Background: an optimization exercise with open tools, aiming at small area and a short achievable clock period. Do not read the settings as production practice.
No run shown here included a check of the RTL's function; only the layout flow was run.
No activity file was given, so power comes from the tool's default toggle rates.

## flow/design.v

```verilog
module mux2 (
input in0, in1,
input s,
output out
);
assign out = s ? in1 : in0;
endmodule
module cellMux2i (input a0, a1, s, output y);
assign y = ~(s ? a1 : a0);
endmodule
module cellNor2 (input a, b, output y);
assign y = ~(a | b);
endmodule
module cellO22ai (input a1, a2, b1, b2, output y);
assign y = ~((a1 | a2) & (b1 | b2));
endmodule
module cellXor2 (input a, b, output y);
assign y = a ^ b;
endmodule
module cellAnd2 (input a, b, output y);
assign y = a & b;
endmodule
module resultBit (
input x, yn, prod_n,
input t_x_n, t_xy_n, t_y_n, t_nx_n,
input clear,
output f, d
);
wire p1, p0, gn;
cellO21ai o1(yn, t_xy_n, t_x_n, p1);      
cellO21ai o0(yn, t_y_n, t_nx_n, p0);      
cellMux2i m(p0, p1, x, gn);
cellNand2 n(prod_n, gn, f);
cellA21oi a(prod_n, gn, clear, d);
endmodule
module cellO21ai (input a1, a2, b1, output y);
assign y = ~((a1 | a2) & b1);
endmodule
module cellA21oi (input a1, a2, b1, output y);
assign y = ~((a1 & a2) | b1);
endmodule
module cellNand2 (input a, b, output y);
assign y = ~(a & b);
endmodule
module adder (
input [15:0] a, b,
output [15:0] out
);
assign out = a+b;
endmodule
module fullAdder (input a, b, c, output s, co);
assign s = a ^ b ^ c;
assign co = (a & b) | (a & c) | (b & c);
endmodule
module halfAdder (input a, b, output s, co);
assign s = a ^ b;
assign co = a & b;
endmodule
module prefixAdder (
input [15:0] a, b,
output [15:0] sn
);
wire g1;
wire t2;
wire g3;
wire t4;
wire g5;
wire t6;
wire g7;
wire t8;
wire g9;
wire t10;
wire g11;
wire t12;
wire g13;
wire t14;
wire g15;
wire t16;
wire g17;
wire t18;
wire g19;
wire t20;
wire g21;
wire t22;
wire g23;
wire t24;
wire g25;
wire t26;
wire g27;
wire t28;
wire g29;
wire t30;
wire g31;
wire t32;
wire G33;
wire P34;
wire G35;
wire P36;
wire G37;
wire P38;
wire G39;
wire P40;
wire G41;
wire P42;
wire G43;
wire P44;
wire G45;
wire P46;
wire G47;
wire P48;
wire G49;
wire P50;
wire G51;
wire P52;
wire G53;
wire P54;
wire G55;
wire P56;
wire G57;
wire P58;
wire G59;
wire P60;
wire G61;
wire P62;
wire G63;
wire P64;
wire G65;
wire P66;
wire G67;
wire P68;
wire G69;
wire P70;
wire G71;
wire P72;
wire G73;
wire P74;
wire G75;
wire P76;
wire G77;
wire P78;
wire G79;
wire P80;
wire G81;
wire P82;
wire G83;
wire P84;
wire G85;
wire P86;
wire G87;
wire P88;
wire G89;
wire P90;
wire G91;
wire P92;
wire G93;
wire P94;
wire G95;
wire P96;
assign g1 = a[0] & b[0];
assign t2 = a[0] ^ b[0];
assign g3 = a[1] & b[1];
assign t4 = a[1] ^ b[1];
assign g5 = a[2] & b[2];
assign t6 = a[2] ^ b[2];
assign g7 = a[3] & b[3];
assign t8 = a[3] ^ b[3];
assign g9 = a[4] & b[4];
assign t10 = a[4] ^ b[4];
assign g11 = a[5] & b[5];
assign t12 = a[5] ^ b[5];
assign g13 = a[6] & b[6];
assign t14 = a[6] ^ b[6];
assign g15 = a[7] & b[7];
assign t16 = a[7] ^ b[7];
assign g17 = a[8] & b[8];
assign t18 = a[8] ^ b[8];
assign g19 = a[9] & b[9];
assign t20 = a[9] ^ b[9];
assign g21 = a[10] & b[10];
assign t22 = a[10] ^ b[10];
assign g23 = a[11] & b[11];
assign t24 = a[11] ^ b[11];
assign g25 = a[12] & b[12];
assign t26 = a[12] ^ b[12];
assign g27 = a[13] & b[13];
assign t28 = a[13] ^ b[13];
assign g29 = a[14] & b[14];
assign t30 = a[14] ^ b[14];
assign g31 = a[15] & b[15];
assign t32 = a[15] ^ b[15];
assign G33 = g3 | (t4 & g1);
assign P34 = t4 & t2;
assign G35 = g7 | (t8 & g5);
assign P36 = t8 & t6;
assign G37 = g11 | (t12 & g9);
assign P38 = t12 & t10;
assign G39 = g15 | (t16 & g13);
assign P40 = t16 & t14;
assign G41 = g19 | (t20 & g17);
assign P42 = t20 & t18;
assign G43 = g23 | (t24 & g21);
assign P44 = t24 & t22;
assign G45 = g27 | (t28 & g25);
assign P46 = t28 & t26;
assign G47 = g31 | (t32 & g29);
assign P48 = t32 & t30;
assign G49 = g5 | (t6 & G33);
assign P50 = t6 & P34;
assign G51 = G35 | (P36 & G33);
assign P52 = P36 & P34;
assign G53 = g13 | (t14 & G37);
assign P54 = t14 & P38;
assign G55 = G39 | (P40 & G37);
assign P56 = P40 & P38;
assign G57 = g21 | (t22 & G41);
assign P58 = t22 & P42;
assign G59 = G43 | (P44 & G41);
assign P60 = P44 & P42;
assign G61 = g29 | (t30 & G45);
assign P62 = t30 & P46;
assign G63 = G47 | (P48 & G45);
assign P64 = P48 & P46;
assign G65 = g9 | (t10 & G51);
assign P66 = t10 & P52;
assign G67 = G37 | (P38 & G51);
assign P68 = P38 & P52;
assign G69 = G53 | (P54 & G51);
assign P70 = P54 & P52;
assign G71 = G55 | (P56 & G51);
assign P72 = P56 & P52;
assign G73 = g25 | (t26 & G59);
assign P74 = t26 & P60;
assign G75 = G45 | (P46 & G59);
assign P76 = P46 & P60;
assign G77 = G61 | (P62 & G59);
assign P78 = P62 & P60;
assign G79 = G63 | (P64 & G59);
assign P80 = P64 & P60;
assign G81 = g17 | (t18 & G71);
assign P82 = t18 & P72;
assign G83 = G41 | (P42 & G71);
assign P84 = P42 & P72;
assign G85 = G57 | (P58 & G71);
assign P86 = P58 & P72;
assign G87 = G59 | (P60 & G71);
assign P88 = P60 & P72;
assign G89 = G73 | (P74 & G71);
assign P90 = P74 & P72;
assign G91 = G75 | (P76 & G71);
assign P92 = P76 & P72;
assign G93 = G77 | (P78 & G71);
assign P94 = P78 & P72;
assign G95 = G79 | (P80 & G71);
assign P96 = P80 & P72;
assign sn[0] = ~t2;
assign sn[1] = ~(t4 ^ g1);
assign sn[2] = ~(t6 ^ G33);
assign sn[3] = ~(t8 ^ G49);
assign sn[4] = ~(t10 ^ G51);
assign sn[5] = ~(t12 ^ G65);
assign sn[6] = ~(t14 ^ G67);
assign sn[7] = ~(t16 ^ G69);
assign sn[8] = ~(t18 ^ G71);
assign sn[9] = ~(t20 ^ G81);
assign sn[10] = ~(t22 ^ G83);
assign sn[11] = ~(t24 ^ G85);
assign sn[12] = ~(t26 ^ G87);
assign sn[13] = ~(t28 ^ G89);
assign sn[14] = ~(t30 ^ G91);
assign sn[15] = ~(t32 ^ G93);
endmodule
module lessThan(
input minMode,
input [15:0] a, b,
output [15:0] out
);
reg [15:0] compareOut;
wire signed [15:0] signed_a, signed_b;
assign signed_a = a;
assign signed_b = b;
assign out = minMode ? compareOut : {15'b0, a < b};
always@* begin
    if(signed_a < signed_b) begin
        compareOut <= a;
    end else begin
        compareOut <= b;
    end
end
endmodule
module compare16 (
input [15:0] x, yn,
input s,
output lt, eq
);
wire gt1;
wire e2;
wire gt3;
wire e4;
wire gt5;
wire e6;
wire gt7;
wire e8;
wire gt9;
wire e10;
wire gt11;
wire e12;
wire gt13;
wire e14;
wire gt15;
wire e16;
wire gt17;
wire e18;
wire gt19;
wire e20;
wire gt21;
wire e22;
wire gt23;
wire e24;
wire gt25;
wire e26;
wire gt27;
wire e28;
wire gt29;
wire e30;
wire gt31;
wire e32;
wire gt33;
wire e34;
wire gt35;
wire e36;
wire gt37;
wire e38;
wire gt39;
wire e40;
wire gt41;
wire e42;
wire gt43;
wire e44;
wire gt45;
wire e46;
wire gt47;
wire e48;
wire gt49;
wire e50;
wire gt51;
wire e52;
wire gt53;
wire e54;
wire gt55;
wire e56;
wire gt57;
wire e58;
wire gt59;
wire e60;
wire gt61;
wire e62;
halfAdder h0(x[0], yn[0], e2, gt1);
halfAdder h1(x[1], yn[1], e4, gt3);
halfAdder h2(x[2], yn[2], e6, gt5);
halfAdder h3(x[3], yn[3], e8, gt7);
halfAdder h4(x[4], yn[4], e10, gt9);
halfAdder h5(x[5], yn[5], e12, gt11);
halfAdder h6(x[6], yn[6], e14, gt13);
halfAdder h7(x[7], yn[7], e16, gt15);
halfAdder h8(x[8], yn[8], e18, gt17);
halfAdder h9(x[9], yn[9], e20, gt19);
halfAdder h10(x[10], yn[10], e22, gt21);
halfAdder h11(x[11], yn[11], e24, gt23);
halfAdder h12(x[12], yn[12], e26, gt25);
halfAdder h13(x[13], yn[13], e28, gt27);
halfAdder h14(x[14], yn[14], e30, gt29);
assign gt31 = s ? (~x[15] & ~yn[15]) : (x[15] & yn[15]);
assign e32 = x[15] ^ yn[15];
cellA21oi agt33(e4, gt1, gt3, gt33);
cellNand2 ne34(e4, e2, e34);
cellA21oi agt35(e8, gt5, gt7, gt35);
cellNand2 ne36(e8, e6, e36);
cellA21oi agt37(e12, gt9, gt11, gt37);
cellNand2 ne38(e12, e10, e38);
cellA21oi agt39(e16, gt13, gt15, gt39);
cellNand2 ne40(e16, e14, e40);
cellA21oi agt41(e20, gt17, gt19, gt41);
cellNand2 ne42(e20, e18, e42);
cellA21oi agt43(e24, gt21, gt23, gt43);
cellNand2 ne44(e24, e22, e44);
cellA21oi agt45(e28, gt25, gt27, gt45);
cellNand2 ne46(e28, e26, e46);
cellA21oi agt47(e32, gt29, gt31, gt47);
cellNand2 ne48(e32, e30, e48);
cellO21ai ogt49(e36, gt33, gt35, gt49);
cellNor2 re50(e36, e34, e50);
cellO21ai ogt51(e40, gt37, gt39, gt51);
cellNor2 re52(e40, e38, e52);
cellO21ai ogt53(e44, gt41, gt43, gt53);
cellNor2 re54(e44, e42, e54);
cellO21ai ogt55(e48, gt45, gt47, gt55);
cellNor2 re56(e48, e46, e56);
cellA21oi agt57(e52, gt49, gt51, gt57);
cellNand2 ne58(e52, e50, e58);
cellA21oi agt59(e56, gt53, gt55, gt59);
cellNand2 ne60(e56, e54, e60);
cellO21ai ogt61(e60, gt57, gt59, gt61);
cellNor2 re62(e60, e58, e62);
assign lt = ~(gt61 | e62);
assign eq = e62;
endmodule
module computationTile (
input clk, clear,
input [3:0] opcode,
input cache_ok, mac_last,
input [15:0] input0, input1_wire,
output [15:0] cellOut
);
reg [15:0] R;
wire [15:0] x = input0;
wire mac = opcode == 4'd15;
wire read = opcode == 4'd8;
wire arith = opcode[1:0] == 2'd3;           
wire isadd = opcode[2:0] == 3'd3;           
wire flagop = ~opcode[3] & (opcode[2:0] == 3'd4 | opcode[2:0] == 3'd5)
            | opcode[2:0] == 3'd6;           
wire eqop = opcode[2:0] == 3'd6;
wire minop = opcode == 4'd12;
wire maxop = opcode == 4'd13;
wire cy = read | (cache_ok & ~clear & ~mac);
wire [15:0] yn;
genvar i;
generate
    for (i = 0; i < 16; i = i + 1) begin: opnd
        cellMux2i ym(input1_wire[i], R[i], cy, yn[i]);
    end
endgenerate
wire rowsel = arith & ~isadd;
wire [16:0] xe = {x, 1'b0};
wire [7:0] one, two, neg, on, tn, ng;
genvar k;
generate
    for (k = 0; k < 8; k = k + 1) begin: benc
        assign one[k] = xe[2*k+1] ^ xe[2*k];
        assign two[k] = (xe[2*k+2] & ~xe[2*k+1] & ~xe[2*k])
                      | (~xe[2*k+2] & xe[2*k+1] & xe[2*k]);
        assign neg[k] = xe[2*k+2];
        if (k == 0) begin: d0
            assign on[k] = ~(arith & (isadd | one[k]));
        end else begin: dk
            assign on[k] = ~(rowsel & one[k]);
        end
        assign tn[k] = ~(rowsel & two[k]);
        assign ng[k] = rowsel & neg[k];
    end
endgenerate
wire r7b1 = (~on[7] & (~yn[1] ^ (ng[7] & ~yn[0]))) | (~tn[7] & ~yn[0]);
wire macm = mac & mac_last;
wire [15:0] z = ({16{isadd}} & x) | ({16{macm}} & R);
wire q1;
wire p3;
wire q5;
wire p7;
wire q9;
wire p11;
wire q13;
wire p15;
wire q17;
wire p19;
wire q21;
wire p23;
wire q25;
wire p27;
wire q29;
wire p31;
wire q33;
wire p35;
wire q37;
wire p39;
wire q41;
wire p43;
wire q45;
wire p47;
wire q49;
wire p51;
wire q53;
wire p55;
wire q57;
wire p59;
wire q61;
wire p63;
wire q65;
wire p67;
wire q69;
wire p71;
wire q73;
wire p75;
wire q77;
wire p79;
wire q81;
wire p83;
wire q85;
wire p87;
wire q89;
wire p91;
wire q93;
wire p95;
wire q97;
wire p99;
wire q101;
wire p103;
wire q105;
wire p107;
wire q109;
wire p111;
wire q113;
wire p115;
wire q117;
wire p119;
wire q121;
wire p123;
wire q125;
wire p127;
wire q129;
wire p131;
wire q133;
wire p135;
wire q137;
wire p139;
wire q141;
wire p143;
wire q145;
wire p147;
wire q149;
wire p151;
wire q153;
wire p155;
wire q157;
wire p159;
wire q161;
wire p163;
wire q165;
wire p167;
wire q169;
wire p171;
wire q173;
wire p175;
wire q177;
wire p179;
wire q181;
wire p183;
wire q185;
wire p187;
wire q189;
wire p191;
wire q193;
wire p195;
wire q197;
wire p199;
wire q201;
wire p203;
wire q205;
wire p207;
wire q209;
wire p211;
wire q213;
wire p215;
wire q217;
wire p219;
wire q221;
wire p223;
wire q225;
wire p227;
wire q229;
wire p231;
wire q233;
wire p235;
wire q237;
wire p239;
wire q241;
wire p243;
wire q245;
wire p247;
wire q249;
wire p251;
wire q253;
wire p255;
wire q257;
wire p259;
wire q261;
wire p263;
wire q265;
wire p267;
wire q269;
wire p271;
wire q273;
wire p275;
wire q277;
wire p279;
wire p281;
wire s283;
wire c284;
wire s286;
wire c287;
wire s289;
wire c290;
wire s292;
wire c293;
wire s295;
wire c296;
wire s298;
wire c299;
wire s301;
wire c302;
wire s304;
wire c305;
wire s307;
wire c308;
wire s310;
wire c311;
wire s313;
wire c314;
wire s316;
wire c317;
wire s319;
wire c320;
wire s322;
wire c323;
wire s325;
wire c326;
wire s328;
wire c329;
wire s331;
wire c332;
wire s334;
wire c335;
wire s337;
wire c338;
wire s340;
wire c341;
wire s343;
wire c344;
wire s346;
wire c347;
wire s349;
wire c350;
wire s352;
wire c353;
wire s355;
wire c356;
wire s358;
wire c359;
wire s361;
wire c362;
wire s364;
wire c365;
wire s367;
wire c368;
wire s370;
wire c371;
wire s373;
wire c374;
wire s376;
wire c377;
wire s379;
wire c380;
wire s382;
wire c383;
wire s385;
wire c386;
wire s388;
wire c389;
wire s391;
wire c392;
wire s394;
wire c395;
wire s397;
wire c398;
wire s400;
wire c401;
wire s403;
wire c404;
wire s406;
wire c407;
wire s409;
wire c410;
wire s412;
wire c413;
wire s415;
wire c416;
wire s418;
wire c419;
wire s421;
wire c422;
wire s424;
wire c425;
wire s427;
wire c428;
wire s430;
wire c431;
wire s433;
wire c434;
wire s436;
wire c437;
wire s439;
wire c440;
wire s442;
wire c443;
wire s445;
wire c446;
wire s448;
wire c449;
wire s451;
wire c452;
wire s454;
wire c455;
wire s457;
wire c458;
wire s460;
wire c461;
wire s463;
wire c464;
wire s466;
wire c467;
wire s469;
wire c470;
wire s472;
wire c473;
wire s475;
wire c476;
wire s478;
wire c479;
wire s481;
wire c482;
wire s484;
wire c485;
wire s487;
wire c488;
wire s490;
wire c491;
cellNor2 u2(yn[0], on[0], q1);
cellXor2 u4(q1, ng[0], p3);
cellO22ai u6(yn[1], on[0], yn[0], tn[0], q5);
cellXor2 u8(q5, ng[0], p7);
cellO22ai u10(yn[2], on[0], yn[1], tn[0], q9);
cellXor2 u12(q9, ng[0], p11);
cellO22ai u14(yn[3], on[0], yn[2], tn[0], q13);
cellXor2 u16(q13, ng[0], p15);
cellO22ai u18(yn[4], on[0], yn[3], tn[0], q17);
cellXor2 u20(q17, ng[0], p19);
cellO22ai u22(yn[5], on[0], yn[4], tn[0], q21);
cellXor2 u24(q21, ng[0], p23);
cellO22ai u26(yn[6], on[0], yn[5], tn[0], q25);
cellXor2 u28(q25, ng[0], p27);
cellO22ai u30(yn[7], on[0], yn[6], tn[0], q29);
cellXor2 u32(q29, ng[0], p31);
cellO22ai u34(yn[8], on[0], yn[7], tn[0], q33);
cellXor2 u36(q33, ng[0], p35);
cellO22ai u38(yn[9], on[0], yn[8], tn[0], q37);
cellXor2 u40(q37, ng[0], p39);
cellO22ai u42(yn[10], on[0], yn[9], tn[0], q41);
cellXor2 u44(q41, ng[0], p43);
cellO22ai u46(yn[11], on[0], yn[10], tn[0], q45);
cellXor2 u48(q45, ng[0], p47);
cellO22ai u50(yn[12], on[0], yn[11], tn[0], q49);
cellXor2 u52(q49, ng[0], p51);
cellO22ai u54(yn[13], on[0], yn[12], tn[0], q53);
cellXor2 u56(q53, ng[0], p55);
cellO22ai u58(yn[14], on[0], yn[13], tn[0], q57);
cellXor2 u60(q57, ng[0], p59);
cellO22ai u62(yn[15], on[0], yn[14], tn[0], q61);
cellXor2 u64(q61, ng[0], p63);
cellNor2 u66(yn[0], on[1], q65);
cellXor2 u68(q65, ng[1], p67);
cellO22ai u70(yn[1], on[1], yn[0], tn[1], q69);
cellXor2 u72(q69, ng[1], p71);
cellO22ai u74(yn[2], on[1], yn[1], tn[1], q73);
cellXor2 u76(q73, ng[1], p75);
cellO22ai u78(yn[3], on[1], yn[2], tn[1], q77);
cellXor2 u80(q77, ng[1], p79);
cellO22ai u82(yn[4], on[1], yn[3], tn[1], q81);
cellXor2 u84(q81, ng[1], p83);
cellO22ai u86(yn[5], on[1], yn[4], tn[1], q85);
cellXor2 u88(q85, ng[1], p87);
cellO22ai u90(yn[6], on[1], yn[5], tn[1], q89);
cellXor2 u92(q89, ng[1], p91);
cellO22ai u94(yn[7], on[1], yn[6], tn[1], q93);
cellXor2 u96(q93, ng[1], p95);
cellO22ai u98(yn[8], on[1], yn[7], tn[1], q97);
cellXor2 u100(q97, ng[1], p99);
cellO22ai u102(yn[9], on[1], yn[8], tn[1], q101);
cellXor2 u104(q101, ng[1], p103);
cellO22ai u106(yn[10], on[1], yn[9], tn[1], q105);
cellXor2 u108(q105, ng[1], p107);
cellO22ai u110(yn[11], on[1], yn[10], tn[1], q109);
cellXor2 u112(q109, ng[1], p111);
cellO22ai u114(yn[12], on[1], yn[11], tn[1], q113);
cellXor2 u116(q113, ng[1], p115);
cellO22ai u118(yn[13], on[1], yn[12], tn[1], q117);
cellXor2 u120(q117, ng[1], p119);
cellNor2 u122(yn[0], on[2], q121);
cellXor2 u124(q121, ng[2], p123);
cellO22ai u126(yn[1], on[2], yn[0], tn[2], q125);
cellXor2 u128(q125, ng[2], p127);
cellO22ai u130(yn[2], on[2], yn[1], tn[2], q129);
cellXor2 u132(q129, ng[2], p131);
cellO22ai u134(yn[3], on[2], yn[2], tn[2], q133);
cellXor2 u136(q133, ng[2], p135);
cellO22ai u138(yn[4], on[2], yn[3], tn[2], q137);
cellXor2 u140(q137, ng[2], p139);
cellO22ai u142(yn[5], on[2], yn[4], tn[2], q141);
cellXor2 u144(q141, ng[2], p143);
cellO22ai u146(yn[6], on[2], yn[5], tn[2], q145);
cellXor2 u148(q145, ng[2], p147);
cellO22ai u150(yn[7], on[2], yn[6], tn[2], q149);
cellXor2 u152(q149, ng[2], p151);
cellO22ai u154(yn[8], on[2], yn[7], tn[2], q153);
cellXor2 u156(q153, ng[2], p155);
cellO22ai u158(yn[9], on[2], yn[8], tn[2], q157);
cellXor2 u160(q157, ng[2], p159);
cellO22ai u162(yn[10], on[2], yn[9], tn[2], q161);
cellXor2 u164(q161, ng[2], p163);
cellO22ai u166(yn[11], on[2], yn[10], tn[2], q165);
cellXor2 u168(q165, ng[2], p167);
cellNor2 u170(yn[0], on[3], q169);
cellXor2 u172(q169, ng[3], p171);
cellO22ai u174(yn[1], on[3], yn[0], tn[3], q173);
cellXor2 u176(q173, ng[3], p175);
cellO22ai u178(yn[2], on[3], yn[1], tn[3], q177);
cellXor2 u180(q177, ng[3], p179);
cellO22ai u182(yn[3], on[3], yn[2], tn[3], q181);
cellXor2 u184(q181, ng[3], p183);
cellO22ai u186(yn[4], on[3], yn[3], tn[3], q185);
cellXor2 u188(q185, ng[3], p187);
cellO22ai u190(yn[5], on[3], yn[4], tn[3], q189);
cellXor2 u192(q189, ng[3], p191);
cellO22ai u194(yn[6], on[3], yn[5], tn[3], q193);
cellXor2 u196(q193, ng[3], p195);
cellO22ai u198(yn[7], on[3], yn[6], tn[3], q197);
cellXor2 u200(q197, ng[3], p199);
cellO22ai u202(yn[8], on[3], yn[7], tn[3], q201);
cellXor2 u204(q201, ng[3], p203);
cellO22ai u206(yn[9], on[3], yn[8], tn[3], q205);
cellXor2 u208(q205, ng[3], p207);
cellNor2 u210(yn[0], on[4], q209);
cellXor2 u212(q209, ng[4], p211);
cellO22ai u214(yn[1], on[4], yn[0], tn[4], q213);
cellXor2 u216(q213, ng[4], p215);
cellO22ai u218(yn[2], on[4], yn[1], tn[4], q217);
cellXor2 u220(q217, ng[4], p219);
cellO22ai u222(yn[3], on[4], yn[2], tn[4], q221);
cellXor2 u224(q221, ng[4], p223);
cellO22ai u226(yn[4], on[4], yn[3], tn[4], q225);
cellXor2 u228(q225, ng[4], p227);
cellO22ai u230(yn[5], on[4], yn[4], tn[4], q229);
cellXor2 u232(q229, ng[4], p231);
cellO22ai u234(yn[6], on[4], yn[5], tn[4], q233);
cellXor2 u236(q233, ng[4], p235);
cellO22ai u238(yn[7], on[4], yn[6], tn[4], q237);
cellXor2 u240(q237, ng[4], p239);
cellNor2 u242(yn[0], on[5], q241);
cellXor2 u244(q241, ng[5], p243);
cellO22ai u246(yn[1], on[5], yn[0], tn[5], q245);
cellXor2 u248(q245, ng[5], p247);
cellO22ai u250(yn[2], on[5], yn[1], tn[5], q249);
cellXor2 u252(q249, ng[5], p251);
cellO22ai u254(yn[3], on[5], yn[2], tn[5], q253);
cellXor2 u256(q253, ng[5], p255);
cellO22ai u258(yn[4], on[5], yn[3], tn[5], q257);
cellXor2 u260(q257, ng[5], p259);
cellO22ai u262(yn[5], on[5], yn[4], tn[5], q261);
cellXor2 u264(q261, ng[5], p263);
cellNor2 u266(yn[0], on[6], q265);
cellXor2 u268(q265, ng[6], p267);
cellO22ai u270(yn[1], on[6], yn[0], tn[6], q269);
cellXor2 u272(q269, ng[6], p271);
cellO22ai u274(yn[2], on[6], yn[1], tn[6], q273);
cellXor2 u276(q273, ng[6], p275);
cellO22ai u278(yn[3], on[6], yn[2], tn[6], q277);
cellXor2 u280(q277, ng[6], p279);
cellNor2 u282(yn[0], on[7], p281);
halfAdder u285(ng[4], z[8], s283, c284);
halfAdder u288(z[9], p39, s286, c287);
fullAdder u291(ng[5], z[10], p43, s289, c290);
halfAdder u294(p99, p147, s292, c293);
fullAdder u297(z[11], p47, p103, s295, c296);
halfAdder u300(p151, p191, s298, c299);
fullAdder u303(ng[6], z[12], p51, s301, c302);
fullAdder u306(p107, p155, p195, s304, c305);
halfAdder u309(p227, p251, s307, c308);
fullAdder u312(z[13], p55, p111, s310, c311);
fullAdder u315(p159, p199, p231, s313, c314);
halfAdder u318(p255, p271, s316, c317);
fullAdder u321(z[14], p59, p115, s319, c320);
fullAdder u324(p163, p203, p235, s322, c323);
fullAdder u327(p259, p275, p281, s325, c326);
fullAdder u330(z[15], p63, p119, s328, c329);
fullAdder u333(p167, p207, p239, s331, c332);
fullAdder u336(p263, p279, r7b1, s334, c335);
halfAdder u339(ng[2], z[4], s337, c338);
halfAdder u342(z[5], p23, s340, c341);
fullAdder u345(ng[3], z[6], p27, s343, c344);
halfAdder u348(p83, p131, s346, c347);
fullAdder u351(z[7], p31, p87, s349, c350);
halfAdder u354(p135, p175, s352, c353);
fullAdder u357(p35, p91, p139, s355, c356);
fullAdder u360(p179, p211, s283, s358, c359);
fullAdder u363(p95, p143, p183, s361, c362);
fullAdder u366(p215, s286, c284, s364, c365);
fullAdder u369(p187, p219, p243, s367, c368);
fullAdder u372(s289, s292, c287, s370, c371);
fullAdder u375(p223, p247, s295, s373, c374);
fullAdder u378(s298, c290, c293, s376, c377);
fullAdder u381(p267, s301, s304, s379, c380);
fullAdder u384(s307, c296, c299, s382, c383);
fullAdder u387(s310, s313, s316, s385, c386);
fullAdder u390(c302, c305, c308, s388, c389);
fullAdder u393(s319, s322, s325, s391, c392);
fullAdder u396(c311, c314, c317, s394, c395);
fullAdder u399(s328, s331, s334, s397, c398);
fullAdder u402(c320, c323, c326, s400, c401);
halfAdder u405(ng[1], z[2], s403, c404);
halfAdder u408(z[3], p15, s406, c407);
fullAdder u411(p19, p75, p123, s409, c410);
fullAdder u414(p79, p127, s340, s412, c413);
fullAdder u417(p171, s343, s346, s415, c416);
fullAdder u420(s349, s352, c344, s418, c419);
fullAdder u423(s355, s358, c350, s421, c422);
fullAdder u426(s361, s364, c356, s424, c425);
fullAdder u429(s367, s370, c362, s427, c428);
fullAdder u432(s373, s376, c368, s430, c431);
fullAdder u435(s379, s382, c374, s433, c434);
fullAdder u438(s385, s388, c380, s436, c437);
fullAdder u441(s391, s394, c386, s439, c440);
fullAdder u444(s397, s400, c392, s442, c443);
halfAdder u447(ng[0], z[0], s445, c446);
halfAdder u450(z[1], p7, s448, c449);
fullAdder u453(p11, p67, s403, s451, c452);
fullAdder u456(p71, s406, c404, s454, c455);
fullAdder u459(s337, s409, c407, s457, c458);
fullAdder u462(c338, s412, c410, s460, c461);
fullAdder u465(c341, s415, c413, s463, c464);
fullAdder u468(c347, s418, c416, s466, c467);
fullAdder u471(c353, s421, c419, s469, c470);
fullAdder u474(c359, s424, c422, s472, c473);
fullAdder u477(c365, s427, c425, s475, c476);
fullAdder u480(c371, s430, c428, s478, c479);
fullAdder u483(c377, s433, c431, s481, c482);
fullAdder u486(c383, s436, c434, s484, c485);
fullAdder u489(c389, s439, c437, s487, c488);
fullAdder u492(c395, s442, c440, s490, c491);
wire [15:0] prod_n;
prefixAdder cpa({s490, s487, s484, s481, s478, s475, s472, s469, s466, s463, s460, s457, s454, s451, s448, p3}, {c488, c485, c482, c479, c476, c473, c470, c467, c464, c461, c458, c455, c452, c449, c446, s445}, prod_n);
wire lt, eq;
compare16 cmp(x, yn, opcode[3], lt, eq);
wire t_and = opcode[2:0] == 3'd1;
wire t_x = opcode[2:0] == 3'd2 | (minop & lt) | (maxop & ~lt);
wire t_y = opcode[2:0] == 3'd2 | (minop & ~lt) | (maxop & lt) | read;
wire t_xy = t_and | t_y;
wire t_nx = opcode == 4'd0;
wire bit0 = flagop & (eqop ? eq : lt);
wire [15:0] pn = {prod_n[15:1], prod_n[0] & ~bit0};
wire [15:0] f, d;
generate
    for (i = 0; i < 16; i = i + 1) begin: res
        resultBit rb(x[i], yn[i], pn[i], ~t_x, ~t_xy, ~t_y, ~t_nx, clear,
                     f[i], d[i]);
    end
endgenerate
assign cellOut = f;
always @(posedge clk)
    R <= d;
endmodule
module compute_array (
    input clk, clear,
    input [3:0] tile_opcode,
    input [63:0] value_a, value_b,
    output [63:0] wire_out
);
    parameter WORD_BITS = 16;
    parameter TILES = 4;
    reg cache_ok, mac_last;
    always @(posedge clk) begin
        cache_ok <= ~clear & (tile_opcode != 4'd8);
        mac_last <= ~clear & (tile_opcode == 4'd15);
    end
    generate
        genvar i;
        for(i = 0; i < TILES; i = i+1) begin: ctl
            computationTile tile_i(clk, clear, tile_opcode, cache_ok, mac_last,
                value_a[WORD_BITS*(i+1)-1:WORD_BITS*i],
                value_b[WORD_BITS*(i+1)-1:WORD_BITS*i],
                wire_out[WORD_BITS*(i+1)-1:WORD_BITS*i]
            );
        end
    endgenerate
endmodule
```

## flow/standard.sh

```bash
#!/bin/bash
# synth_recipe.tcl (not shown) runs the flow's synth.tcl, then flattens the netlist and writes it again
# the make line also repeats each setting of config.mk as NAME=value (left out here)
make -C /OpenROAD-flow-scripts/flow DESIGN_CONFIG=/design/flow/config.mk WORK_HOME=/design/flow/orfs CLKGATE_MAP_FILE= SYNTH_SCRIPT=/design/flow/synth_recipe.tcl "${@:-finish}"
```

## flow/flow/downsize.tcl

```tcl
# Before floorplanning: put every combinational cell that synthesis sized up
# back to its drive-strength-1 variant of the same function. The resizer's
# repair steps later size up again what slew, capacitance or timing need.
set db [ord::get_db]
set block [ord::get_db_block]
set n 0
foreach inst [$block getInsts] {
  set name [[$inst getMaster] getName]
  if { [regexp {^(sky130_fd_sc_hd__[a-z0-9]+)_([0-9]+)$} $name -> base drv] && $drv > 1 } {
    if { [string match "*__df*" $base] || [string match "*__sdf*" $base] || [string match "*__edf*" $base] } {
      continue
    }
    set master [$db findMaster ${base}_1]
    if { $master != "NULL" } {
      $inst swapMaster $master
      incr n
    }
  }
}
puts "downsize.tcl: $n instances set to drive strength 1"
```

## flow/constraint.sdc

```tcl
create_clock -name core_clock -period 16.0 [get_ports {clk}]
set_input_delay 3.2000 -clock core_clock [delete_from_list [all_inputs] [get_ports {clk}]]
set_output_delay 3.2000 -clock core_clock [all_outputs]
set_load 0.01 [all_outputs]
```

## flow/flow/run.sh

```bash
#!/bin/bash
# The standard layout (the standard.sh: standard synthesis, then ORFS to
# finish) with two changes:
# - the port buffers are sky130_fd_sc_hd__buf_1 cells in place of the delay
#   buffers buffer_ports picks by default;
# - before floorplanning, flow/downsize.tcl sets the combinational cells that
#   synthesis sized up back to drive strength 1 (repair sizes up again).
set -euo pipefail
here=$(pwd)
bash standard.sh synth > synth_flow.log 2>&1
bash standard.sh BUFFER_PORTS_ARGS="-buffer_cell sky130_fd_sc_hd__buf_1" \
    PRE_FLOORPLAN_TCL="$here/flow/downsize.tcl" finish > layout_flow.log 2>&1
```

## flow/config.mk

```make
export PLATFORM = sky130hd
export DESIGN_NAME = compute_array
export DESIGN_NICKNAME = compute_array
export VERILOG_FILES = /design/flow/design.v
export SDC_FILE = /design/flow/constraint.sdc
export NUM_CORES = 4
export LEC_CHECK = 0
export CAP_MARGIN = 20
export CORE_MARGIN = 2
export CORE_UTILIZATION = 40
export SETUP_SLACK_MARGIN = 3.5
export SLEW_MARGIN = 20
export SYNTH_HIERARCHICAL = 1
export SYNTH_MINIMUM_KEEP_SIZE = 0
```

==> results of run 1 <==
layout by cell type (no fill, tap or decap), drive strengths merged, types with 12 or more instances in the layout:
cell,count
ha,180
mux2i,128
a21oi,140
nand2,228
a21o,12
o22ai,256
buf,301
inv,60
nand3,20
clkbuf,15
o21ai,180
fa,240
xor2,324
and2,32
nor2b,12
xnor2,28
dfxtp,66
nor2,126
nand2b,20
o21a,12
a22o,64
worst register-to-register path, delay by kind of cell (launching register included):
kind            cells  cell delay, ns
fa+ha+maj           5            2.42
compound gates      5            0.97
mux                 1            0.67
flops               1            0.47
buf+inv             1            0.41
xor+xnor            2            0.38
simple gates        2            0.33
layer usage:
layer / up-vias / track usage (%) / wire, µm
li1: 8724 / - / -
met1: 9220 / 35.5 / 29200
met2: 771 / 42.1 / 30400
met3: 134 / 3.68 / 4220
met4: 0 / 10.1 / 2200
met5: - / 0 / 0
metrics by stage:
step	cell area, µm²	power, mW
final	22500	1.73
after CTS	22000	1.70
after global routing	22500	1.88
after detailed placement	21300	1.40
after floorplan	19400	1.04
after global placement	21300	1.37
area by class of cell:
class | instances | share of cell area [%]
Tap cell | 615 | 3.42
Multi-Input combinational cell | 2080 | 80.9
Timing Repair Buffer | 304 | 7.20
Antenna cell | 1 | 0.0111
Clock inverter | 4 | 0.434
Sequential cell | 66 | 5.87
Inverter | 60 | 1.00
Clock buffer | 12 | 1.14
path summary, 6_finish.rpt:
kind                                    startpoint                  end  slack [ns]  cells past startpoint
worst max register to register            cache_ok  ctl[2].tile_i.R[15]       10.22                     16
worst max-delay path                         clear         wire_out[47]        3.74                     19
worst min register to register  ctl[2].tile_i.R[8]   ctl[2].tile_i.R[8]        0.86                      4
worst min-delay path            ctl[2].tile_i.R[8]   ctl[2].tile_i.R[8]        0.86                      4
power by group through the flow:
stage,clock (mW),combinational (mW),sequential [mW]
after floorplan,0,0.808,0.233
after global placement,0,1.13,0.244
after detailed placement,0,1.15,0.245
after CTS,0.278,1.18,0.246
after global routing,0.280,1.35,0.257
final,0.268,1.21,0.252
sequential cells by signal, indices dropped and copies added, names as in the netlist:
name and count:
ctl.tile_i.R 64, cache_ok 1, mac_last 1
timing repair:
| item | in CTS | in global routing |
|---|---|---|
| buffers inserted | 13 | 37 |
| hold endpoints to repair | 0 | 0 |
| setup endpoints to repair | 25 | 22 |
| gates resized for setup | 32 | 35 |
| hold buffers | 0 | 0 |
| pin swaps | 1 | 0 |
==> summary.txt, run 1 <==
Placer Congestion 0.905; power share of the combinational group 69.9%; Final Cycle Share 76.6%; Total Nets Final 3075; Synth warnings 8; post-route setup TNS 0 ns; DR WL/cell 21.0 µm; Min Hold Slack 0.860 ns; maximum root-to-sink buffer count 2; # port buffers 197; P_leak 11.4 nW; most repeated library cell on the critical path fa_1; die area 50400 µm²; site row count 80; largest net degree at the start of global routing 52; GRT overflow 0; Setup crit end kind output port; drt first pass iters 6; I/O pins 198; P_int 855 µW; first-pass GRT wire length 104000 µm; fillers 4665; Critical-path top delay cell mux2i_1; total clock sinks 66; Max Fclk 0.0816 GHz; layout cell share with drive strength beyond 1 6.85%; pwr/cell area 76.7 nW/µm²; sequential share of power 14.6%; # DRC 0; Inst Count DP 3075; initial DRC count 1336; status finished clean; final wirelength 65900 µm; initial antenna violation count 1; Mapped Nets 2784; VDD IR max 53.1 µV; gr usage total 26.1%; TritonCTS clock tree built; cts bufs inserted 9; Crit Path Class in2out; min cycle time layout 12.26 ns; area occupied by multi-input gates 18200 µm²; Die Ht 224 µm; Chip Width 224 µm; CTS H-tree depth 3; PnR worst setup slack 3.74 ns; Buf/Inv on CP 4; register area 1320 µm²; delay-heaviest family, CP adder cells; Tightest Hold Check Type reg2reg; Vias 18800; max-cap violations 0; CP arrival 9.06 ns; crit-path max FO 51; Net Switching 872 µW; Fin. Hold Viols 0; Finished Layout Cells 3142; Sw Share 50.5%; RSZ-0062 raised after global routing true; clock power share 15.5%; Vias/cell 6.00; Initial Util 40.6%; dpl ws 2.80 ns; CP max stage delay 0.67 ns; core area 47800 µm²; final slew viol count 0; Final Skew 0.0102 ns; Clock Latency Late Sink 0.39 ns; post-layout util 47.0%; clock slew at reported path FFs 0.07 ns; CP required 12.80 ns; setup violators final 0; cell count after synthesis 2230; critical path startpoint category input pin; CP Cell Sequence clkbuf_4 > buf_12 > nor2b_1 > a21oi_1 > nor2_2 > buf_4 > mux2i_1 > o22ai_1 > xor2_1 > fa_1 > fa_1 > fa_1 > fa_1 > ha_1 > a21o_1 > a221oi_1 > xnor2_1 > nand2_1 > buf_1; Detail Route Antenna Nets 0; Root Buffer clkbuf_16; Slew headroom 29.2%; Slew @ Worst Pin 1.06 ns; number of global-route vias before repair 18900; hpwl dp 48500 µm
==> run 2, diff against run 1 <==
--- a/flow/config.mk
+++ b/flow/config.mk
@@ -10,3 +10,3 @@
 export CORE_UTILIZATION = 40
-export SETUP_SLACK_MARGIN = 3.5
+export SETUP_SLACK_MARGIN = 3.0
 export SLEW_MARGIN = 20
==> run 2 against run 1 <==
Compared with the run above: non-clock buffer count fell by 50; via count shrank 1.9%; combinational power decreased by 3%; power is 2.8% lower; critical endpoint is now wire_out[62]; largest power group unchanged.
==> summary.txt, run 2 <==
drt first pass iters 7; GRT overflow 0; setup violators final 0; Total Nets Final 3025; Tightest Hold Check Type reg2reg; Net Switching 852 µW; Slew @ Worst Pin 1.06 ns; Setup crit end kind output port; maximum root-to-sink buffer count 2; crit-path max FO 51; hold bufs inserted after CTS 0; Root Buffer clkbuf_16; I/O pins 198; Synth warnings 8; most frequent cells in the layout xor2_1, o22ai_1, fa_1, nand2_1, buf_1; Crit Path Class in2out; Vias 18500; critical path startpoint category input pin; Max Fclk 0.0790 GHz; die area 50400 µm²; P_int 826 µW; Slew headroom 29.0%; VDD IR max 49.5 µV; layout cell share with drive strength beyond 1 4.20%; gr usage total 25.9%; register area 1320 µm²; hpwl dp 48500 µm; cell count after synthesis 2230; post-layout util 45.6%; largest net degree at the start of global routing 52; final slew viol count 0; max reg flops 64; power share of the combinational group 69.4%; # port buffers 197; CP arrival 9.46 ns; P_leak 11.1 nW; clock slew at reported path FFs 0.07 ns; Chip Width 224 µm; CP required 12.80 ns; Inst Count DP 3075; status finished clean; cts bufs inserted 9; Detail Route Antenna Nets 0; area occupied by multi-input gates 18000 µm²; register with the most flip-flops ctl.tile_i.R; fillers 4707; Largest regs ctl.tile_i.R (64), cache_ok (1), mac_last (1); sequential share of power 14.6%; r2r setup slk 9.87 ns; Fin. Hold Viols 0; Die Ht 224 µm; RSZ-0062 raised after global routing true; max-cap violations 0; total clock sinks 66; TritonCTS clock tree built; Clock Latency Late Sink 0.39 ns; Finished Layout Cells 3092; pwr/cell area 76.9 nW/µm²; Min Hold Slack 0.914 ns; clock power share 15.9%; commonest non-fill, non-tap cell in the layout xor2_1; post-route setup TNS 0 ns; Pwr Total 1.68 mW; core area 47800 µm²; site row count 80; Final Skew 0.0103 ns; final wirelength 65100 µm; # DRC 0; first-pass GRT wire length 103000 µm; min cycle time layout 12.66 ns; initial antenna violation count 1; Sw Share 50.8%; number of global-route vias before repair 18800; CTS H-tree depth 3; initial DRC count 1338; Final Cycle Share 79.1%; Initial Util 40.6%; Placer Congestion 0.905; Vias/cell 5.98; Mapped Nets 2784; DR WL/cell 21.0 µm
## run 2: changes by cell type in the layout (fill, tap and decap cells not counted), sizes merged
cell / delta
buf: -50
## run 2: repair_timing
item,4_1_cts,5_1_grt
pin swaps,0,0
resized for setup,5,21
setup endpoints to repair,7,19
buffers inserted,0,0
## run 2: metrics by stage
step | setup WS [ns] | area (µm²)
after floorplan | 3.96 | 19400
after global placement | 2.83 | 21300
after detailed placement | 2.80 | 21300
after CTS | 3.03 | 21700
after global routing | 2.93 | 21800
final | 3.34 | 21800
## run 2: layout make-up
class / count / area share (%)
clock inverter: 4 / 0.447
antenna: 1 / 0.0115
clock buffer: 12 / 1.17
sequential: 66 / 6.05
inverter: 60 / 1.03
tap: 615 / 3.52
timing repair buffer: 254 / 5.40
multi-input combinational: 2080 / 82.4
## run 2: power by group through the flow
| stage | combinational (mW) | sequential [mW] | clock (mW) |
|---|---|---|---|
| floorplan | 0.808 | 0.233 | 0 |
| global placement | 1.13 | 0.244 | 0 |
| detailed placement | 1.15 | 0.245 | 0 |
| CTS | 1.16 | 0.242 | 0.278 |
| global route | 1.31 | 0.251 | 0.279 |
| finish | 1.17 | 0.246 | 0.268 |
## run 2: worst paths after layout
check             depth (start not counted)          startpoint             endpoint
setup reg to reg                         18            cache_ok  ctl[3].tile_i.R[14]
hold / removal                            4  ctl[0].tile_i.R[9]   ctl[0].tile_i.R[9]
setup / recovery                         21               clear         wire_out[62]
hold reg to reg                           4  ctl[0].tile_i.R[9]   ctl[0].tile_i.R[9]
## run 2: layer usage
metal / global-route usage, % / vias to the layer above / share of wire [%]
li1: - / 8604 / -
met1: 35.4 / 9008 / 44
met2: 41.7 / 746 / 46
met3: 3.61 / 127 / 6.7
met4: 9.68 / 0 / 3.4
met5: 0 / - / 0
## run 2: worst max-delay path, cell delays in order
cell      delay, ns
clkbuf_4       0.24
buf_6          0.33
nor2b_1        0.22
a21oi_1        0.09
nor2_4         0.44
buf_4          0.31
mux2i_2        0.65
o22ai_1        0.17
xor2_1         0.21
fa_1           0.53
fa_1           0.58
fa_1           0.47
ha_1           0.34
nand3_1        0.10
a211oi_1       0.29
nor2_1         0.19
o311ai_1       0.46
a21oi_1        0.16
xor2_1         0.17
nand2_1        0.09
buf_1          0.16
==> run 3, diff against run 2 <==
--- a/flow/design.v
+++ b/flow/design.v
@@ -294,113 +294,128 @@
 );
-wire gt1;
-wire e2;
-wire gt3;
-wire e4;
-wire gt5;
-wire e6;
-wire gt7;
-wire e8;
-wire gt9;
-wire e10;
-wire gt11;
-wire e12;
-wire gt13;
-wire e14;
-wire gt15;
-wire e16;
-wire gt17;
-wire e18;
-wire gt19;
-wire e20;
-wire gt21;
-wire e22;
-wire gt23;
-wire e24;
-wire gt25;
-wire e26;
-wire gt27;
-wire e28;
-wire gt29;
-wire e30;
-wire gt31;
-wire e32;
-wire gt33;
-wire e34;
-wire gt35;
-wire e36;
-wire gt37;
-wire e38;
-wire gt39;
-wire e40;
-wire gt41;
-wire e42;
-wire gt43;
-wire e44;
-wire gt45;
-wire e46;
-wire gt47;
-wire e48;
-wire gt49;
-wire e50;
-wire gt51;
-wire e52;
-wire gt53;
-wire e54;
-wire gt55;
-wire e56;
-wire gt57;
-wire e58;
-wire gt59;
-wire e60;
-wire gt61;
-wire e62;
-halfAdder h0(x[0], yn[0], e2, gt1);
-halfAdder h1(x[1], yn[1], e4, gt3);
-halfAdder h2(x[2], yn[2], e6, gt5);
-halfAdder h3(x[3], yn[3], e8, gt7);
-halfAdder h4(x[4], yn[4], e10, gt9);
-halfAdder h5(x[5], yn[5], e12, gt11);
-halfAdder h6(x[6], yn[6], e14, gt13);
-halfAdder h7(x[7], yn[7], e16, gt15);
-halfAdder h8(x[8], yn[8], e18, gt17);
-halfAdder h9(x[9], yn[9], e20, gt19);
-halfAdder h10(x[10], yn[10], e22, gt21);
-halfAdder h11(x[11], yn[11], e24, gt23);
-halfAdder h12(x[12], yn[12], e26, gt25);
-halfAdder h13(x[13], yn[13], e28, gt27);
-halfAdder h14(x[14], yn[14], e30, gt29);
-assign gt31 = s ? (~x[15] & ~yn[15]) : (x[15] & yn[15]);
-assign e32 = x[15] ^ yn[15];
-cellA21oi agt33(e4, gt1, gt3, gt33);
-cellNand2 ne34(e4, e2, e34);
-cellA21oi agt35(e8, gt5, gt7, gt35);
-cellNand2 ne36(e8, e6, e36);
-cellA21oi agt37(e12, gt9, gt11, gt37);
-cellNand2 ne38(e12, e10, e38);
-cellA21oi agt39(e16, gt13, gt15, gt39);
-cellNand2 ne40(e16, e14, e40);
-cellA21oi agt41(e20, gt17, gt19, gt41);
-cellNand2 ne42(e20, e18, e42);
-cellA21oi agt43(e24, gt21, gt23, gt43);
-cellNand2 ne44(e24, e22, e44);
-cellA21oi agt45(e28, gt25, gt27, gt45);
-cellNand2 ne46(e28, e26, e46);
-cellA21oi agt47(e32, gt29, gt31, gt47);
-cellNand2 ne48(e32, e30, e48);
-cellO21ai ogt49(e36, gt33, gt35, gt49);
-cellNor2 re50(e36, e34, e50);
-cellO21ai ogt51(e40, gt37, gt39, gt51);
-cellNor2 re52(e40, e38, e52);
-cellO21ai ogt53(e44, gt41, gt43, gt53);
-cellNor2 re54(e44, e42, e54);
-cellO21ai ogt55(e48, gt45, gt47, gt55);
-cellNor2 re56(e48, e46, e56);
-cellA21oi agt57(e52, gt49, gt51, gt57);
-cellNand2 ne58(e52, e50, e58);
-cellA21oi agt59(e56, gt53, gt55, gt59);
-cellNand2 ne60(e56, e54, e60);
-cellO21ai ogt61(e60, gt57, gt59, gt61);
-cellNor2 re62(e60, e58, e62);
-assign lt = ~(gt61 | e62);
-assign eq = e62;
+wire g1;
+wire l2;
+wire g3;
+wire l4;
+wire g5;
+wire l6;
+wire g7;
+wire l8;
+wire g9;
+wire l10;
+wire g11;
+wire l12;
+wire g13;
+wire l14;
+wire g15;
+wire l16;
+wire g17;
+wire l18;
+wire g19;
+wire l20;
+wire g21;
+wire l22;
+wire g23;
+wire l24;
+wire g25;
+wire l26;
+wire g27;
+wire l28;
+wire g29;
+wire l30;
+wire g31;
+wire l32;
+wire g33;
+wire l34;
+wire g35;
+wire l36;
+wire g37;
+wire l38;
+wire g39;
+wire l40;
+wire g41;
+wire l42;
+wire g43;
+wire l44;
+wire g45;
+wire l46;
+wire g47;
+wire l48;
+wire g49;
+wire l50;
+wire g51;
+wire l52;
+wire g53;
+wire l54;
+wire g55;
+wire l56;
+wire g57;
+wire l58;
+wire g59;
+wire l60;
+wire g61;
+wire l62;
+cellNand2 a0(x[0], yn[0], g1);
+cellNor2 b0(x[0], yn[0], l2);
+cellNand2 a1(x[1], yn[1], g3);
+cellNor2 b1(x[1], yn[1], l4);
+cellNand2 a2(x[2], yn[2], g5);
+cellNor2 b2(x[2], yn[2], l6);
+cellNand2 a3(x[3], yn[3], g7);
+cellNor2 b3(x[3], yn[3], l8);
+cellNand2 a4(x[4], yn[4], g9);
+cellNor2 b4(x[4], yn[4], l10);
+cellNand2 a5(x[5], yn[5], g11);
+cellNor2 b5(x[5], yn[5], l12);
+cellNand2 a6(x[6], yn[6], g13);
+cellNor2 b6(x[6], yn[6], l14);
+cellNand2 a7(x[7], yn[7], g15);
+cellNor2 b7(x[7], yn[7], l16);
+cellNand2 a8(x[8], yn[8], g17);
+cellNor2 b8(x[8], yn[8], l18);
+cellNand2 a9(x[9], yn[9], g19);
+cellNor2 b9(x[9], yn[9], l20);
+cellNand2 a10(x[10], yn[10], g21);
+cellNor2 b10(x[10], yn[10], l22);
+cellNand2 a11(x[11], yn[11], g23);
+cellNor2 b11(x[11], yn[11], l24);
+cellNand2 a12(x[12], yn[12], g25);
+cellNor2 b12(x[12], yn[12], l26);
+cellNand2 a13(x[13], yn[13], g27);
+cellNor2 b13(x[13], yn[13], l28);
+cellNand2 a14(x[14], yn[14], g29);
+cellNor2 b14(x[14], yn[14], l30);
+assign g31 = ~(s ? (~x[15] & ~yn[15]) : (x[15] & yn[15]));
+assign l32 = s ? (x[15] & yn[15]) : (~x[15] & ~yn[15]);
+cellO21ai og33(l4, g1, g3, g33);
+cellA21oi al34(g3, l2, l4, l34);
+cellO21ai og35(l8, g5, g7, g35);
+cellA21oi al36(g7, l6, l8, l36);
+cellO21ai og37(l12, g9, g11, g37);
+cellA21oi al38(g11, l10, l12, l38);
+cellO21ai og39(l16, g13, g15, g39);
+cellA21oi al40(g15, l14, l16, l40);
+cellO21ai og41(l20, g17, g19, g41);
+cellA21oi al42(g19, l18, l20, l42);
+cellO21ai og43(l24, g21, g23, g43);
+cellA21oi al44(g23, l22, l24, l44);
+cellO21ai og45(l28, g25, g27, g45);
+cellA21oi al46(g27, l26, l28, l46);
+cellO21ai og47(l32, g29, g31, g47);
+cellA21oi al48(g31, l30, l32, l48);
+cellA21oi ag49(l36, g33, g35, g49);
+cellO21ai ol50(g35, l34, l36, l50);
+cellA21oi ag51(l40, g37, g39, g51);
+cellO21ai ol52(g39, l38, l40, l52);
+cellA21oi ag53(l44, g41, g43, g53);
+cellO21ai ol54(g43, l42, l44, l54);
+cellA21oi ag55(l48, g45, g47, g55);
+cellO21ai ol56(g47, l46, l48, l56);
+cellO21ai og57(l52, g49, g51, g57);
+cellA21oi al58(g51, l50, l52, l58);
+cellO21ai og59(l56, g53, g55, g59);
+cellA21oi al60(g55, l54, l56, l60);
+cellA21oi ag61(l60, g57, g59, g61);
+cellO21ai ol62(g59, l58, l60, l62);
+assign lt = l62;
+assign eq = g61 & ~l62;
 endmodule
--- a/flow/config.mk
+++ b/flow/config.mk
@@ -10,3 +10,3 @@
 export CORE_UTILIZATION = 40
-export SETUP_SLACK_MARGIN = 3.0
+export SETUP_SLACK_MARGIN = 3.5
 export SLEW_MARGIN = 20
==> run 3 against run 2 <==
Compared with the run above: global-route usage increased by 0.47 points; clock power shrank about 10%; first-iteration DRC count increased by 12%; highest routed layer is now met5; wire length is 0.84% higher; critical path type unchanged; non-clock buffer count grew 12; sequential power hardly changed; register-to-register slack improved by 0.07 ns; utilization about the same; clock skew increased by 0.0083 ns; maximum frequency rose by 2.9%; still clean on timing, DRC and antenna; via count rose by 2.9%; final cell count rose by 2.6%.
==> summary.txt, run 3 <==
status finished clean; maximum root-to-sink buffer count 2; Crit Path Class in2out; core area 47500 µm²; final slew viol count 0; R2R cell count 19; hold path cells 4; layout cell share with drive strength beyond 1 5.01%; pwr/cell area 77.7 nW/µm²; total clock sinks 66; Chip Width 223 µm; sequential share of power 14.6%; largest net degree at the start of global routing 64; Die Ht 223 µm; DR WL/cell 20.7 µm; final wirelength 65600 µm; Root Buffer clkbuf_16; CP arrival 9.10 ns; Slew headroom 24.3%; CTS H-tree depth 3; site row count 80; Pwr Total 1.69 mW; Setup crit end kind output port; Inst Count DP 3141; Net Switching 884 µW; Largest regs ctl.tile_i.R (64), cache_ok (1), mac_last (1); r2r setup slk 9.94 ns; Clock Latency Late Sink 0.40 ns; # port buffers 197; min cycle time layout 12.30 ns; critical path startpoint category input pin; I/O pins 198; CP required 12.80 ns; first-pass GRT wire length 104000 µm; Max Fclk 0.0813 GHz; clock slew at reported path FFs 0.08 ns; Finished Layout Cells 3171; hold bufs inserted after CTS 0; Vias/cell 6.00; number of global-route vias before repair 19000; min-delay src ctl[3].tile_i.R[6]; end point of the worst hold path ctl[3].tile_i.R[6]; most frequent cells in the layout xor2_1, o22ai_1, nand2_1, fa_1, o21ai_1; cell count after synthesis 2294; initial antenna violation count 3; Reg-to-Reg End ctl[3].tile_i.R[14]; worst r2r src cache_ok; max reg flops 64; P_int 803 µW; RSZ-0062 raised after global routing true; Final Skew 0.0186 ns; Initial Util 40.4%; area of placed instances 21100 µm²; Detail Route Antenna Nets 0; P_leak 10.9 nW; Mapped Nets 2780; clock power share 14.3%; drt first pass iters 6; design area 21700 µm²; crit-path max FO 42; Fin. Hold Viols 0; fillers 4770; Total Nets Final 3034; register with the most flip-flops ctl.tile_i.R; post-route setup TNS 0 ns; power share of the combinational group 71.1%; setup violators final 0; Sw Share 52.4%; Final Cycle Share 76.9%; commonest non-fill, non-tap cell in the layout xor2_1; die area 49700 µm²; gr usage total 26.4%; Slew @ Worst Pin 1.13 ns; Placer Congestion 0.932; Synth warnings 8; # DRC 0; Tightest Hold Check Type reg2reg; max-cap violations 0; initial DRC count 1503; Vias 19000; VDD IR max 41.5 µV; TritonCTS clock tree built; cts bufs inserted 9; hpwl dp 48400 µm; GRT overflow 0
==> run 3: changes by cell type in the layout (fill, tap and decap cells not counted), sizes merged, moves of 6 or more <==
cell   delta
inv       -6
nor2     +41
buf      +15
a21oi    +24
o21ai    +40
ha       -68
nand2    +24
==> run 3: worst max path at each step <==
stage | slack, ns | startpoint | depth (start not counted) | to
after floorplan | 3.93 | tile_opcode[1] | 18 | wire_out[14]
after global placement | 2.39 | tile_opcode[1] | 19 | wire_out[14]
after detailed placement | 2.27 | tile_opcode[1] | 20 | wire_out[14]
after CTS | 3.53 | tile_opcode[3] | 19 | wire_out[62]
after global routing | 3.42 | tile_opcode[3] | 20 | wire_out[62]
final | 3.70 | tile_opcode[3] | 20 | wire_out[62]
==> run 3: per-layer routing <==
metal	up-vias	wire length, µm	global-route usage (%)
met3	110	4450	3.40
met5	-	13	0
met2	730	30400	42.8
met4	2	1590	8.21
li1	8832	-	-
met1	9342	29200	36.5
==> run 3: critical path: stages <==
cell,delay (ns)
buf_4,0.37
a21oi_1,0.14
nor2_2,0.12
buf_4,0.40
mux2i_4,0.43
buf_4,0.23
o22ai_1,0.09
xor2_1,0.19
fa_1,0.54
fa_1,0.58
fa_1,0.48
ha_1,0.33
nand3_1,0.12
a211oi_1,0.47
nor2_1,0.19
o311ai_1,0.55
a21oi_1,0.16
xor2_1,0.24
nand2_1,0.08
buf_1,0.13
==> run 3: final cells by class <==
| cell class | count | area [µm²] | area share [%] |
|---|---|---|---|
| Sequential cell | 66 | 1320 | 6.09 |
| Multi-Input combinational cell | 2153 | 17800 | 82.2 |
| Antenna cell | 3 | 7.51 | 0.0346 |
| Tap cell | 615 | 769 | 3.54 |
| Clock buffer | 11 | 253 | 1.16 |
| Inverter | 52 | 195 | 0.899 |
| Timing Repair Buffer | 266 | 1270 | 5.83 |
| Clock inverter | 5 | 60.1 | 0.277 |
==> run 3: power by group through the flow <==
stage                     registers, mW  logic [mW]  clock network, mW
after detailed placement          0.245        1.17                  0
final                             0.247        1.20              0.240
after global routing              0.251        1.34              0.253
after CTS                         0.243        1.19              0.249
after floorplan                   0.234       0.819                  0
after global placement            0.243        1.15                  0
==> run 3: through the flow <==
| step | hold WS (ns) | setup slack, ns | utilization, % |
|---|---|---|---|
| 3_5_place_dp | 0.914 | 2.27 | 44.4 |
| 5_1_grt | 0.934 | 3.42 | 45.7 |
| 4_1_cts | 0.886 | 3.53 | 45.2 |
| 2_1_floorplan | 0.795 | 3.93 | - |
| 6_report | 0.878 | 3.70 | 45.7 |
| 3_3_place_gp | 0.897 | 2.39 | 44.3 |
==> run 3: timing repair <==
item                                    CTS  global route
gates resized for setup                  20            26
pin swaps                                 0             2
endpoints found under the setup margin   25            17
buffers inserted                          0            10
gates cloned                              0             1

[re-timing with driven ports]
No port has a modelled driver above. Below, the same layouts with a new extraction and two added sets of constraints. Step 1 (the two cells are an assumption about what drives the block):
set clk [get_ports {clk}]
set_driving_cell -lib_cell sky130_fd_sc_hd__clkbuf_16 $clk
set_driving_cell -lib_cell sky130_fd_sc_hd__buf_2 [delete_from_list [all_inputs] $clk]
Step 2 adds t to the input delays and takes it off the output delays; t is the mean of the earliest and latest rising clock arrival at the registers after step 1. Input paths then give back, and output paths get back, about the clock's delay inside the block. a / b / c = ideal / step 1 / step 2; a / b = the first two.
run	t (ns)	setup WS [ns]	hold WS [ns]	clock arrival spread, ns	worst slew at a driven data input, ns
run 1	0.432	3.743 / 3.722 / 3.722	0.860 / 0.860 / 0.860	0.013 / 0.013	0.07
run 2	0.435	3.342 / 3.321 / 3.321	0.914 / 0.914 / 0.914	0.013 / 0.013	0.07
run 3	0.440	3.698 / 3.661 / 3.661	0.878 / 0.878 / 0.878	0.019 / 0.019	0.08
After both steps every run listed still meets setup and hold. The setup slack of run 3, which loses most, moves by -0.037 ns with the drivers and by -0.037 ns with both steps.
